What follows belongs to an exercise in optimizing a design on an open flow for small area; a production flow would make more cautious choices. Where RTL was checked, it was by simulation tests only, not by an equivalence proof against the original. Power is estimated from default activity; no workload was simulated.

==> trial 41: inputs <==
// sort2
module sort2 #(
    parameter width = 32
)(
    input  logic [width-1:0] a,
    input  logic [width-1:0] b,
    input  logic  sel,
	 input  logic  clk,
	 input  logic  rst,
    output logic [width-1:0] maxf,
	 output logic [width-1:0] medh,
    output logic [width-1:0] medl,
    output logic [width-1:0] minf
);
==> module cas, before the edit <==
module cas #(
    parameter width = 32
)(
    input  logic [width-1:0] a,
    input  logic [width-1:0] b,
    output logic [width-1:0] min,
    output logic [width-1:0] max
);
    always_comb begin
        if ($signed(a) <= $signed(b)) begin
            min = a;
            max = b;
        end 
        else begin
            min = b;
            max = a;
        end
    end
endmodule
==> module sort2, before the edit <==
module sort2 #(
    parameter width = 32
)(
    input  logic [width-1:0] a,
    input  logic [width-1:0] b,
    input  logic  sel,
	 input  logic  clk,
	 input  logic  rst,
    output logic [width-1:0] maxf,
	 output logic [width-1:0] medh,
    output logic [width-1:0] medl,
    output logic [width-1:0] minf
);
logic[width-1:0] min0, min1, min2, min3, min4, min5, min6, min7, min8, min9;
logic[width-1:0] max0, max1, max2, max3, max4, max5, max6, max7, max8, max9;
logic[width-1:0] start0, start1, start2, start3;
cas cas1(
.a(start0),
.b(start1),
.min(min0),
.max(max0)
);
cas cas2(
.a(start2),
.b(start3),
.min(min6),
.max(max6)
);
cas cas3(
.a(max2),
.b(max7),
.min(min3),
.max(max3)
);
cas cas4(
.a(min7),
.b(min2),
.min(min8),
.max(max8)
);
cas cas5(
.a(min4),
.b(max9),
.min(min5),
.max(max5)
); 
    always_ff @(posedge clk or negedge rst)begin
	 if(~rst) begin  
		start0 <=32'b0;
		start1 <=32'b0;
		start2 <=32'b0;
		start3 <=32'b0;
		maxf<=32'b0;
		medh<=32'b0;
		medl<=32'b0;
		minf<=32'b0;
	 end
	 else begin
		if(~sel)begin
			start0<=a;
			start1<=b;
			end
		else begin
			start2<=a;
			start3<=b;
			end
		 maxf<=max4;
		 medh<=max5;
		 medl <=min5;
		 minf<=min9;
	 end 
            end 
    always_ff @(posedge clk) begin
		 min1<=min0;
		 max1<=max0;
		 min2<=min1;
		 max2<=max1;
		 min7<= min6;
		 max7<= max6;
		 min4<=min3;
		 max4<=max3;
		 min9<= min8;
		 max9<= max8;
    end
endmodule
make LEC_CHECK=0 CAP_MARGIN=20 CORE_MARGIN=2 CORE_UTILIZATION=40 SLEW_MARGIN=20 finish   # period 5.0 ns
run.sh (not shown) runs the stock make flow with config.mk's settings and CLKGATE_MAP_FILE= SYNTH_SCRIPT=/design/flow/synth_recipe.tcl, a recipe that flattens the netlist after the stock synthesis.
==> build 22 (differences from trial 41) <==
==> flow/design.v (replaced) <==
module cas #(
    parameter width = 32
)(
    input  logic [width-1:0] a,
    input  logic [width-1:0] b,
    output logic             gt
);
    localparam int n = width;
    logic [2*n-2:0] g, e;
    genvar i;
    generate
        for (i = 0; i < n; i++) begin : leaf
            if (i == n-1) begin : msb
                assign g[2*n-2-i] = ~a[i] & b[i];
            end else begin : lsb
                assign g[2*n-2-i] = a[i] & ~b[i];
            end
            assign e[2*n-2-i] = ~(a[i] ^ b[i]);
        end
        for (i = 0; i < n-1; i++) begin : node
            assign g[i] = g[2*i+1] | (e[2*i+1] & g[2*i+2]);
            assign e[i] = e[2*i+1] & e[2*i+2];
        end
    endgenerate
    assign gt = g[0];
endmodule
module sort2 #(
    parameter width = 32
)(
    input  logic [width-1:0] a,
    input  logic [width-1:0] b,
    input  logic  sel,
    input  logic  clk,
    input  logic  rst,
    output logic [width-1:0] maxf,
    output logic [width-1:0] medh,
    output logic [width-1:0] medl,
    output logic [width-1:0] minf
);
    logic [width-1:0] d1a, d1b, d2a, d2b, d3a, d3b, d4a, d4b;
    logic             f1, f2, f3, f4;    
    logic             d3gt, d4gt;        
    logic [width-1:0] fha, fhb;          
    logic             fhgt;              
    logic             fhv;               
    logic b01, b02, b03, b12, b13, b23;
    logic c02, c03, c12, c13;
    cas #(width) cmp23 (.a(d3a), .b(d3b), .gt(d3gt));
    cas #(width) cmp02 (.a(fha), .b(d4a), .gt(c02));
    cas #(width) cmp03 (.a(fha), .b(d4b), .gt(c03));
    cas #(width) cmp12 (.a(fhb), .b(d4a), .gt(c12));
    cas #(width) cmp13 (.a(fhb), .b(d4b), .gt(c13));
    assign b01 = fhv & fhgt;
    assign b23 = d4gt;
    assign b02 = fhv ? c02 : d4a[width-1];
    assign b03 = fhv ? c03 : d4b[width-1];
    assign b12 = fhv ? c12 : d4a[width-1];
    assign b13 = fhv ? c13 : d4b[width-1];
    logic s3_0, s3_1, s3_2, s3_3;
    logic s2_0, s2_1, s2_2, s2_3;
    logic s1_0, s1_1, s1_2, s1_3;
    logic s0_0, s0_1, s0_2, s0_3;
    function automatic logic two_of(input logic x, input logic y, input logic z);
        two_of = (x & y & ~z) | (x & ~y & z) | (~x & y & z);
    endfunction
    function automatic logic one_of(input logic x, input logic y, input logic z);
        one_of = (x & ~y & ~z) | (~x & y & ~z) | (~x & ~y & z);
    endfunction
    assign s3_0 = fhv &  b01 &  b02 &  b03;
    assign s3_1 = fhv & ~b01 &  b12 &  b13;
    assign s3_2 =      ~b02 & ~b12 &  b23;
    assign s3_3 =      ~b03 & ~b13 & ~b23;
    assign s0_0 = fhv & ~b01 & ~b02 & ~b03;
    assign s0_1 = fhv &  b01 & ~b12 & ~b13;
    assign s0_2 =       b02 &  b12 & ~b23;
    assign s0_3 =       b03 &  b13 &  b23;
    assign s2_0 = fhv & two_of( b01,  b02,  b03);
    assign s2_1 = fhv & two_of(~b01,  b12,  b13);
    assign s2_2 =       two_of(~b02, ~b12,  b23);
    assign s2_3 =       two_of(~b03, ~b13, ~b23);
    assign s1_0 = fhv & one_of( b01,  b02,  b03);
    assign s1_1 = fhv & one_of(~b01,  b12,  b13);
    assign s1_2 =       one_of(~b02, ~b12,  b23);
    assign s1_3 =       one_of(~b03, ~b13, ~b23);
    assign maxf = ({width{s3_0}} & fha) | ({width{s3_1}} & fhb)
                | ({width{s3_2}} & d4a) | ({width{s3_3}} & d4b);
    assign medh = ({width{s2_0}} & fha) | ({width{s2_1}} & fhb)
                | ({width{s2_2}} & d4a) | ({width{s2_3}} & d4b);
    assign medl = ({width{s1_0}} & fha) | ({width{s1_1}} & fhb)
                | ({width{s1_2}} & d4a) | ({width{s1_3}} & d4b);
    assign minf = ({width{s0_0}} & fha) | ({width{s0_1}} & fhb)
                | ({width{s0_2}} & d4a) | ({width{s0_3}} & d4b);
    always_ff @(posedge clk) begin
        d1a <= a;   d1b <= b;
        d2a <= d1a; d2b <= d1b;
        d3a <= d2a; d3b <= d2b;
        d4a <= d3a; d4b <= d3b;
        d4gt <= d3gt;
    end
    always_ff @(posedge clk or negedge rst) begin
        if (~rst) begin
            f1 <= 1'b0;
            f2 <= 1'b0;
            f3 <= 1'b0;
            f4 <= 1'b0;
            fhv <= 1'b0;
        end
        else begin
            f1 <= ~sel;
            f2 <= f1;
            f3 <= f2;
            f4 <= f3;
            if (f4) fhv <= 1'b1;
        end
    end
    always_ff @(posedge clk) begin
        if (f4) begin
            fha  <= d4a;
            fhb  <= d4b;
            fhgt <= d4gt;
        end
    end
endmodule
==> results.yml <==
final_layout:
  seq_cell_count: 576
  nNonClkInverters: 175
  nets: 3101
  buffers: 235
timing:
  skew_ns: 0.02668
  fin_tns_setup_ns: 0
  setup_ws_ns: 1.001
  period_share: 0.7997
  rsz0062_at_grt: "no"
placed_design:
  place_area_um2: 30290
  gp_congestion: 0.8813
floorplanning:
  dieHeight_um: 267.5
critical_path:
  cp_common_cell: "buf_4"
  cp_slowest_cell: "nor4_1"
  crit_start: "start3[31]$_DFFE_PN0P_"
yosys:
  synthArstFlopShare: 0.4444
  synth-seq-cells: 576
global_route:
  antenna_found_initial: 5
  grt_start_max_net_pins: 97
power:
  power_frac_seq: 0.347
outcome:
  status: "timing/DRC/antenna clean"
Source of the figures above: trial 41

==> results.yml <==
timing:
  period_share: 1.007
  skew_ns: 0.01463
  setup_ws_ns: -0.03681
  finalSetupViolCount: 4
  rsz0062_at_grt: "yes"
floorplanning:
  dieHeight_um: 190.8
power:
  power_frac_seq: 0.407
final_layout:
  buffers: 422
yosys:
  synthArstFlopShare: 0.01529
  synth-seq-cells: 327
global_route:
  grt_start_max_net_pins: 36
  antenna_found_initial: 1
outcome:
  so.violations: "setup timing"
  status: "finished with violations"
placed_design:
  gp_congestion: 0.8617
critical_path:
  crit_start: "fha[21]$_DFFE_PP_"
Source of the figures above: build 22

The RTL of build 22 was laid out without a check of its function.

## what the ideal ports hide
The flow's constraints put no driver on any port. The routed layouts listed below were extracted and timed again, unchanged, in two steps. Step 1 sets driving cells, clkbuf_16 on the clock port and buf_2 on the other inputs (assumed; they add their load-dependent delay and slew). Step 2 adds t to the input delays and takes it off the output delays; t is the mean of the earliest and latest rising clock arrival at the registers after step 1. Input paths then give back, and output paths get back, about the clock's delay inside the block. a / b / c = ideal / step 1 / step 2; a / b = the first two.
run | t (ns) | slack for setup (ns) | hold WS [ns] | cell pins on the clock port's net
trial 41 | 0.674 | 1.001 / 1.001 / 1.001 | 0.327 / 0.327 / 0.327 | 1
build 22 | 0.558 | -0.037 / -0.085 / 0.473 | 0.319 / 0.319 / 0.319 | 1
